This design comes from an exercise in tuning for small area on the open sky130 flow, not from production work. The RTL was checked by simulation tests, not by an equivalence proof against the original design. The flow treats the clock pin as an ideal source, which a real chip does not have. Power and IR drop assume default switching activity.

// genius_top
module genius_top
	(
		input CLOCK_50,
		input RESET_N,
		input [3:0] KEY,
		output [7:0] LEDG,
		output [3:0] COLOR,
		output [6:0] HEX0,
		output [6:0] HEX1,
		output [6:0] HEX2,
		output [6:0] HEX3,
		output [6:0] HEX4,
		output [6:0] HEX5,
		output [6:0] HEX6,
		output [6:0] HEX7
	);
For scale: about 840 cells after synthesis, about 74 I/O pins, ~7500 µm² of cells after synthesis.
==> flow/config.mk <==
export PLATFORM = sky130hd
export DESIGN_NAME = genius_top
export DESIGN_NICKNAME = genius_top
export VERILOG_FILES = /design/flow/design.v
export SDC_FILE = /design/flow/constraint.sdc
export NUM_CORES = 4
export LEC_CHECK = 0
export CAP_MARGIN = 20
export CORE_MARGIN = 2
export CORE_UTILIZATION = 40
export SLEW_MARGIN = 20
==> flow/constraint.sdc <==
create_clock -name core_clock -period 10.0 [get_ports {CLOCK_50}]
set_input_delay 2.0000 -clock core_clock [delete_from_list [all_inputs] [get_ports {CLOCK_50}]]
set_output_delay 2.0000 -clock core_clock [all_outputs]
set_load 0.01 [all_outputs]
standard.sh (not shown) runs the stock make flow with config.mk's settings and CLKGATE_MAP_FILE= SYNTH_SCRIPT=/design/flow/synth_recipe.tcl, a recipe that flattens the netlist after the stock synthesis.
==> flow/flow/run.sh <==
#!/bin/bash
# Own layout flow: the standard flow's synthesis (synth_recipe.tcl) with adders left to ABC
# (no full/half-adder cells) and an area-oriented ABC script, then the standard flow's
# standard layout (standard.sh) with 1x port buffers and a clock tree of
# smaller buffers without dummy loads.
# Logs: synth_make.log and standard.log here, each step's log in orfs/logs.
set -euo pipefail
W=$PWD
export MY_ABC_SCRIPT=$W/flow/abc_area.script
export FLOW_SYNTH_TCL=$W/synth_recipe.tcl
export BUFFER_PORTS_ARGS="-buffer_cell sky130_fd_sc_hd__buf_1"
export POST_CTS_TCL=$W/flow/post_cts.tcl
export CTS_ARGS="-sink_clustering_enable -repair_clock_nets -dont_use_dummy_load -buf_list sky130_fd_sc_hd__clkbuf_4 -root_buf sky130_fd_sc_hd__clkbuf_8"
make -C "$FLOW_HOME" DESIGN_CONFIG=$W/config.mk WORK_HOME=$W/orfs CLKGATE_MAP_FILE= ADDER_MAP_FILE= SYNTH_SCRIPT=$W/flow/synth.tcl synth > synth_make.log 2>&1
bash standard.sh > standard.log 2>&1
==> flow/flow/abc_area.script <==
strash
&get -n
&fraig -x
&put
scorr
dc2
balance
rewrite
refactor
balance
rewrite
rewrite -z
balance
refactor -z
rewrite -z
balance
strash
&get -n
&dch -f
&nf -R 1000 -p
&put
==> flow/flow/post_cts.tcl <==
set block [ord::get_db_block]
set changed 0
foreach inst [$block getInsts] {
  if {[[$inst getMaster] getName] ne "sky130_fd_sc_hd__clkbuf_4"} { continue }
  set onet "NULL"
  foreach it [$inst getITerms] {
    if {[$it isOutputSignal]} { set onet [$it getNet] }
  }
  if {$onet eq "NULL" || $onet eq ""} { continue }
  set sinks 0
  foreach it [$onet getITerms] {
    if {[$it isInputSignal]} { incr sinks }
  }
  if {$sinks >= 11} {
    replace_cell [get_cells [$inst getName]] sky130_fd_sc_hd__clkbuf_8
    incr changed
  }
}
puts "post_cts: upsized $changed clock buffers"
if {$changed > 0} {
  detailed_placement
  check_placement -verbose
  estimate_parasitics -placement
}
==> flow/flow/synth.tcl <==
proc abc {args} {
  set i [lsearch -exact $args -script]
  if { $i >= 0 } { lset args [expr {$i + 1}] $::env(MY_ABC_SCRIPT) }
  set j [lsearch -exact $args -D]
  if { $j >= 0 } { set args [lreplace $args $j [expr {$j + 1}]] }
  yosys abc {*}$args
}
source $::env(FLOW_SYNTH_TCL)
The first run finished with timing, DRC and antenna clean.
Edit:
==> flow/flow/run.sh (replaced) <==
#!/bin/bash
# Own layout flow: the standard flow's synthesis with an area-oriented ABC script, then
# the standard layout (standard.sh) with 1x port buffers and a clock tree
# of smaller buffers without dummy loads.
# Logs: synth_make.log and standard.log here, each step's log in orfs/logs.
set -euo pipefail
W=$PWD
export MY_ABC_SCRIPT=$W/flow/abc_area.script
export FLOW_SYNTH_TCL=$W/synth_recipe.tcl
export BUFFER_PORTS_ARGS="-buffer_cell sky130_fd_sc_hd__buf_1"
export CTS_ARGS="-sink_clustering_enable -repair_clock_nets -dont_use_dummy_load -buf_list sky130_fd_sc_hd__clkbuf_8"
make -C "$FLOW_HOME" DESIGN_CONFIG=$W/config.mk WORK_HOME=$W/orfs CLKGATE_MAP_FILE= SYNTH_SCRIPT=$W/flow/synth.tcl synth > synth_make.log 2>&1
bash standard.sh > standard.log 2>&1
removed: flow/flow/post_cts.tcl
The changed run passed the timing, DRC and antenna checks. Power came out higher by 12%. Synthesized area is higher by 2.6%. Final area increases by 3.6%. Non-clock buffer count stays the same. Global-route usage hardly moves. Sequential power climbs by about 2%.
Edit:
==> flow/flow/run.sh (replaced) <==
#!/bin/bash
# Own layout flow: the standard flow's synthesis (synth_recipe.tcl) with adders left to ABC
# (no full/half-adder cells) and an area-oriented ABC script, then the standard flow's
# standard layout (standard.sh) with 1x port buffers and a clock tree of
# smaller buffers without dummy loads.
# Logs: synth_make.log and standard.log here, each step's log in orfs/logs.
set -euo pipefail
W=$PWD
export MY_ABC_SCRIPT=$W/flow/abc_area.script
export FLOW_SYNTH_TCL=$W/synth_recipe.tcl
export BUFFER_PORTS_ARGS="-buffer_cell sky130_fd_sc_hd__buf_1"
export CTS_ARGS="-sink_clustering_enable -repair_clock_nets -dont_use_dummy_load -buf_list {sky130_fd_sc_hd__clkbuf_4 sky130_fd_sc_hd__clkbuf_8}"
make -C "$FLOW_HOME" DESIGN_CONFIG=$W/config.mk WORK_HOME=$W/orfs CLKGATE_MAP_FILE= ADDER_MAP_FILE= SYNTH_SCRIPT=$W/flow/synth.tcl synth > synth_make.log 2>&1
bash standard.sh > standard.log 2>&1
After rerunning: Clock skew came out higher by 4.1 ps. Combinational power decreases by 39%. Sequential share of layout area goes up by 1.2 points. Worst hold slack hardly moves.

[static timing again, ports no longer ideal]
In the flow no input, the clock included, has a driving cell. The finished layouts below were timed again as built, in two steps. Step 1 assumes that a clkbuf_16 drives the clock port and a buf_2 every other input. Step 2 adds t to the input delays and takes it off the output delays; t is the mean of the earliest and latest rising clock arrival at the registers after step 1. Input paths then give back, and output paths get back, about the clock's delay inside the block. Slacks: ideal / step 1 / step 2; pairs: ideal / step 1.
| run | t, ns | setup slack, ns | worst slew at a driven data input, ns |
|---|---|---|---|
| the first run | 0.452 | 5.903 / 5.863 / 6.017 | 0.03 |
| the second run | 0.472 | 5.752 / 5.752 / 5.698 | 0.03 |
| the third run | 0.489 | 5.881 / 5.841 / 6.059 | 0.03 |
After both steps setup and hold are still met in every run listed. For the second run, which loses most, drivers alone change the setup slack by 0.000 ns; drivers and shift together by -0.054 ns.
